What follows belongs to an exercise in optimizing a design on an open flow for small area, a short achievable clock period and few clock cycles per item; a production flow would make more cautious choices.
Function was not checked in any run shown here: the RTL went through the layout flow alone.

==> flow/design.v, too long to show whole: its modules and the start of the top module <==
// module IntMul: 2131 lines
// module mul_fa: 4 lines
// module mul_ha: 4 lines
module IntMul (
    input logic i_clk,                                       
    input logic i_nrst,                                      
    input logic i_ena,                                       
    input logic i_unsigned,                                  
    input logic i_hsu,                                       
    input logic i_high,                                      
    input logic i_rv32,                                      
    input logic [63:0] i_a1,                                 
    input logic [63:0] i_a2,                                 
    output logic [63:0] o_res,                               
    output logic o_valid                                     
);
  // ...
==> flow/run.sh <==
#!/bin/bash
# synth_recipe.tcl (not shown) runs the flow's synth.tcl, then flattens the netlist and writes it again
# the make line also repeats each setting of config.mk as NAME=value (left out here)
make -C /OpenROAD-flow-scripts/flow DESIGN_CONFIG=/design/flow/config.mk WORK_HOME=/design/flow/orfs CLKGATE_MAP_FILE= SYNTH_SCRIPT=/design/flow/synth_recipe.tcl finish
==> flow/config.mk <==
export PLATFORM = sky130hd
export DESIGN_NAME = IntMul
export DESIGN_NICKNAME = IntMul
export VERILOG_FILES = /design/flow/design.v
export SDC_FILE = /design/flow/constraint.sdc
export NUM_CORES = 4
export LEC_CHECK = 0
export ABC_AREA = 1
export CAP_MARGIN = 20
export CORE_MARGIN = 2
export CORE_UTILIZATION = 45
export SLEW_MARGIN = 20
export SYNTH_HIERARCHICAL = 1
export SYNTH_MINIMUM_KEEP_SIZE = 0
==> flow/constraint.sdc <==
create_clock -name core_clock -period 10.0 [get_ports {i_clk}]
set_input_delay 2.0000 -clock core_clock [delete_from_list [all_inputs] [get_ports {i_clk}]]
set_output_delay 2.0000 -clock core_clock [all_outputs]
set_load 0.01 [all_outputs]
==> flow_metrics.tcl, run 1 <==
set metrics [dict create \
    tightest_slew_ns 1.33 \
    largestClassByArea "multi-input gates" \
    cts_setup_buffers 0 \
    worst_ep_arrival_time_ns 6.30 \
    fill_cells 21500 \
    status "complete, no violations" \
    synth.most_common_cell "xor2_1" \
    grtUsageMet2_pct 66.5 \
    max-clock-path-buffers 3 \
    seq_share_pct 9.16 \
    n_clock_buffer 94 \
    synthMuxAreaShare_pct 0 \
    drtAntennaViolNets 0 \
    buffers 522 \
    antenna_cells 18 \
    synth_top_area_share_pct 38.8 \
    period_needed_ns 8.30 \
    cp-end-kind "primary output" \
    cp_slowest_cell "ha_1" \
    grt_pass1_vias 101000 \
    hp-start "i_a2[9]" \
    cpPeakStageDelay_ns 0.93 \
    port_buffers 199 \
    grt_use_met3_pct 25.6 \
    required_ns 8.00 \
    dr.first_iter.drc_count 15800 \
    crit_chain "fa_1, fa_1, ha_1, nand2_1, nor2_1, nand2_1, nor2_1, a21oi_1, nand2_1, nand3_1, nand3_1, nor2_1, o21bai_1, clkdlybuf4s50_1" \
    fin_crit_sh_pct 83.0 \
    firstDrtPassIters 17 \
    top_register "r_cs" \
    crit_type "reg -> out" \
    viasPerCell 6.96 \
    top_layer_used "met5" \
    cts-resized-gates 0 \
    nMultiInputCombCells 9076 \
    synth_top_family_by_area "adder cells" \
]
==> run 2, diff against run 1 <==
--- a/flow/design.v
+++ b/flow/design.v
@@ -2114,23 +2114,29 @@
 mul_fa u_n4147 (.a(r_cs[482]), .b(n3896), .c(n3897), .s(n4147), .co(n4148));
 mul_fa u_n4149 (.a(r_cs[486]), .b(n3898), .c(n3899), .s(n4149), .co(n4150));
 mul_fa u_n4151 (.a(1'b1), .b(n3900), .c(n3901), .s(n4151), .co(n4152));
 mul_fa u_n4153 (.a(r_cs[493]), .b(n3902), .c(n3903), .s(n4153), .co(n4154));
 mul_fa u_n4155 (.a(1'b1), .b(n3904), .c(n3905), .s(n4155), .co(n4156));
 mul_fa u_n4157 (.a(r_cs[496]), .b(r_cs[497]), .c(n3906), .s(n4157), .co(n4158));
 wire [127:0] rs = {n4156, n4154, n4152, n4150, n4148, n4146, n4144, n4142, n4140, n4138, n4136, n4134, n4132, n4130, n4128, n4126, n4124, n4122, n4120, n4118, n4116, n4114, n4112, n4110, n4108, n4106, n4104, n4102, n4100, n4098, n4096, n4094, n4092, n4090, n4088, n4086, n4084, n4082, n4080, n4078, n4076, n4074, n4072, n4070, n4068, n4066, n4064, n4062, n4060, n4058, n4056, n4054, n4052, n4050, n4048, n4046, n4044, n4042, n4040, n4038, n4036, n4034, n4032, n4030, n4028, n4026, n4024, n4022, n4020, n4018, n4016, n4014, n4012, n4010, n4008, n4006, n4004, n4002, n4000, n3998, n3996, n3994, n3992, n3990, n3988, n3986, n3984, n3982, n3980, n3978, n3976, n3974, n3972, n3970, n3968, n3966, n3964, n3962, n3960, n3958, n3956, n3954, n3952, n3950, n3948, n3946, n3944, n3942, n3940, n3938, n3936, n3934, n3932, n3930, n3928, n3926, n3924, n3922, n3920, n3918, n3916, n3914, n3912, n3910, n3908, n3907, r_cs[2], r_cs[0]};
 wire [127:0] rc = {n4157, n4155, n4153, n4151, n4149, n4147, n4145, n4143, n4141, n4139, n4137, n4135, n4133, n4131, n4129, n4127, n4125, n4123, n4121, n4119, n4117, n4115, n4113, n4111, n4109, n4107, n4105, n4103, n4101, n4099, n4097, n4095, n4093, n4091, n4089, n4087, n4085, n4083, n4081, n4079, n4077, n4075, n4073, n4071, n4069, n4067, n4065, n4063, n4061, n4059, n4057, n4055, n4053, n4051, n4049, n4047, n4045, n4043, n4041, n4039, n4037, n4035, n4033, n4031, n4029, n4027, n4025, n4023, n4021, n4019, n4017, n4015, n4013, n4011, n4009, n4007, n4005, n4003, n4001, n3999, n3997, n3995, n3993, n3991, n3989, n3987, n3985, n3983, n3981, n3979, n3977, n3975, n3973, n3971, n3969, n3967, n3965, n3963, n3961, n3959, n3957, n3955, n3953, n3951, n3949, n3947, n3945, n3943, n3941, n3939, n3937, n3935, n3933, n3931, n3929, n3927, n3925, n3923, n3921, n3919, n3917, n3915, n3913, n3911, n3909, r_cs[5], 1'b0, r_cs[1]};
-wire [127:0] prod = rs + rc;
-wire e32 = r_sext & prod[31];
+wire [64:0] lo = {1'b0, rs[63:0]} + {1'b0, rc[63:0]};
+wire hi = r_high & ~r_rv32;
+wire [63:0] xs = hi ? rs[127:64] : rs[63:0];
+wire [63:0] xc = hi ? rc[127:64] : rc[63:0];
+wire cin = hi & lo[64];
+wire [64:0] sum1 = {xs, cin} + {xc, cin};
+wire [63:0] sum = sum1[64:1];
+wire e32 = r_sext & sum[31];
 always_comb begin
     if (r_rv32) begin
-        o_res = r_high ? {64{e32}} : {{32{e32}}, prod[31:0]};
+        o_res = r_high ? {64{e32}} : {{32{e32}}, sum[31:0]};
     end else begin
-        o_res = r_high ? prod[127:64] : prod[63:0];
+        o_res = sum;
     end
     o_valid = r_valid;
 end
 endmodule
 module mul_fa (input logic a, input logic b, input logic c, output logic s, output logic co);
     assign s = a ^ b ^ c;
     assign co = (a & b) | (a & c) | (b & c);
 endmodule
==> flow/config.mk (replaced) <==
export PLATFORM = sky130hd
export DESIGN_NAME = IntMul
export DESIGN_NICKNAME = IntMul
export VERILOG_FILES = /design/flow/design.v
export SDC_FILE = /design/flow/constraint.sdc
export NUM_CORES = 4
export LEC_CHECK = 0
export ABC_AREA = 1
export CAP_MARGIN = 20
export CORE_MARGIN = 2
export CORE_UTILIZATION = 55
export SETUP_SLACK_MARGIN = 3.5
export SLEW_MARGIN = 20
export SYNTH_HIERARCHICAL = 1
export SYNTH_MINIMUM_KEEP_SIZE = 0
==> run 2 against run 1 <==
Effect of this change: final cell count down 17%; highest routed layer unchanged; largest cell class unchanged; count of clock-buffer cells in the layout down 9; routed wire length down 12%; area after synthesis down 6.2%.
==> flow_metrics.tcl, run 2 <==
set metrics [dict create \
    status "complete, no violations" \
    antenna_found_initial 39 \
    fin_ws_ns 2.10 \
    maxCapViolCount 0 \
    largest_reg_flops 498 \
    drive_gt1_share_pct 9.43 \
    crit_type "reg -> out" \
    gp_congestion 1.09 \
    top_register "r_cs" \
    track_usage_pct 54.4 \
    synth-seq-cells 502 \
    synth_area_mm2 0.0960 \
    mostFrequentLayoutCells "2,083 x xor2_1, 2,047 x o22ai_1, 1,985 x fa_1, 635 x nand2_1, 499 x dfxtp_1" \
    clock_sinks 502 \
    port_buffers 199 \
    max_slew_margin_pct 15.2 \
    synth_top_area_share_pct 41.4 \
    crit_top_cell "nand2_4" \
    rsz0062_at_grt "true" \
    synth.most_common_cell "xor2_1" \
    place_inst 11500 \
    finalSetupTns_ns 0 \
    timing.hold.ws_ns 1.62 \
    viasPerCell 7.69 \
    row_count 153 \
    dp_slack_ns 1.22 \
    wl_per_cell_um 42.0 \
    postLayoutCellArea_mm2 0.104 \
    numCtsBuffers 67 \
    ys.flop_type "dfxtp_1" \
    crit_path_start_kind "flop" \
    ys_top_cells_by_count "2,083 x xor2_1, 2,047 x o22ai_1, 1,986 x fa_1, 953 x clkbuf_1, 722 x nand2_1" \
    required_ns 8.00 \
    setup_viol 0 \
    ys_seq_area_share_pct 10.5 \
    cts_tree "yes" \
    grt_first_pass_wirelength_mm 685 \
    htree_levels 3 \
    async_flop_share_pct 0 \
    io_pins 200 \
    drtAntennaViolNets 0 \
    clock.fmax_mhz 127 \
    routed-via-count 90200 \
    grt_pass1_vias 93700 \
    yosysUniqueCellTypes 52 \
    finish.utilization_pct 59.8 \
    hold_viol 0 \
    routed_wl_mm 492 \
    period_needed_ns 7.90 \
    grt_overflow 0 \
    root_buffer "clkbuf_16" \
    area_growth_pct 8.21 \
    cp_slowest_cell "fa_1" \
    cts_hold_buf 0 \
    dr.first_iter.drc_count 14900 \
    postPlaceCellArea_mm2 0.0998 \
    hp-class "in -> reg" \
    fin_nets 11700 \
    die_h_um 422 \
    cpPeakStageDelay_ns 0.59 \
    syn_area_per_cell_um2 9.78 \
    yosys-top-cells-area "fa_1 41%, xor2_1 19%, o22ai_1 13%" \
    clkSlewWorstSetupHoldPaths_ns 0.06 \
    firstDrtPassIters 14 \
    slew_viol_final 0 \
    synthCells 9814 \
    coreArea_mm2 0.174 \
    layout_commonest_cell "xor2_1" \
    fin_crit_sh_pct 79.0 \
    dieArea_mm2 0.178 \
    grt_max_degree 80 \
    worst_ep_arrival_time_ns 5.90 \
    layoutNonFillerInstCount 11700 \
    crit_fanout 7 \
    dp_hpwl_mm 325 \
    synth_top_cell_by_area "fa_1" \
    synth-edff-count 0 \
    yosysWarnings 7 \
    drcViolationCount 0 \
    chipWidth_um 422 \
    tightest_slew_ns 1.27 \
    cp-end-kind "primary output" \
    start_util_pct 55.3 \
    max-clock-path-buffers 3 \
]
==> run 2: cell types whose count changed after synthesis, moves of 20 or more <==
cell      before   now
clkbuf_1     753   953
o21ai_0      133   154
o22ai_1     1995  2047
inv_1        829   248
o21bai_1      26     2
o21a_1         1    21
nor2_1       401   228
inv_2         67     3
o221ai_1      52     0
xor2_1      2019  2083
nand3_1      174    45
buf_2        122     0
nand2_1     1712   722
==> run 2: timing repair <==
action	CTS	global route
buffers inserted	55	19
pin swaps	65	51
endpoints found under the setup margin	218	215
gates cloned	11	1
gates resized for setup	433	137
==> run 2: cell type report <==
cell class	instances	area (µm²)
fillers	15000	69700
multi-input cells	7921	82100
clock buffers	85	1850
well taps	2325	2910
inverters	251	952
repair buffers	580	5480
clock inverters	33	444
diodes	28	70.1
flip-flops and latches	502	10100
repair inverters	1	5.00
==> run 2: routing by layer <==
layer | wire length (µm) | up-vias | GRT usage (%)
met3 | 89500 | 3445 | 31.9
met1 | 157000 | 44500 | 61.2
met5 | 1350 | - | 7.26
met2 | 192000 | 9834 | 73.3
li1 | - | 32300 | -
met4 | 51700 | 48 | 43.7
==> run 2: worst paths after layout <==
| kind | endpoint | cells past startpoint | slack (ns) | startpoint |
|---|---|---|---|---|
| max | o_res[27] | 30 | 2.10 | r_cs[245] |
| min | r_cs[26] | 1 | 1.62 | i_a2[9] |
==> run 2: logic make-up after synthesis <==
logic type      share of synthesized area, %
compound gates                          16.1
xor+xnor                                19.2
fa+ha+maj                               44.3
buf+inv                                 5.64
flops                                   10.5
other cells                          0.00391
simple gates                            4.33
==> run 2: per-module statistics from Yosys, one instance, submodules excluded <==
module,flip-flops and latches,times used
mul_ha,0,94
mul_fa,0,1985
IntMul,502,1
==> run 2: worst max-delay path, delay by kind of cell, from the launching register on <==
family                   cells  cell delay, ns
XOR/XNOR                     1            0.12
adder cells (fa/ha/maj)      4            1.76
AO/OA/AOI/OAI                5            0.84
AND/OR/NAND/NOR             14            1.45
flip-flops                   1            0.31
buffers and inverters        6            0.70

separate check: timing with driven ports:
The flow's constraints put no driver on any port. The routed layouts listed below were extracted and timed again, unchanged, in two steps. Step 1 sets driving cells, clkbuf_16 on the clock port and buf_2 on the other inputs (assumed; they add their load-dependent delay and slew). Step 2 adds t to the input delays and takes it off the output delays; t is the mean of the earliest and latest rising clock arrival at the registers after step 1. Input paths then give back, and output paths get back, about the clock's delay inside the block. Three values: ideal ports, drivers, drivers and shift; two values: the first two.
| run | t (ns) | slack for setup (ns) | hold WS [ns] | pins driven straight from the clock port |
|---|---|---|---|---|
| run 1 | 0.851 | 1.698 / 1.599 / 1.919 | 1.654 / 1.578 / 2.429 | 1 |
| run 2 | 0.825 | 2.101 / 2.006 / 2.591 | 1.622 / 1.559 / 2.383 | 1 |
After both steps every run listed still meets setup and hold.
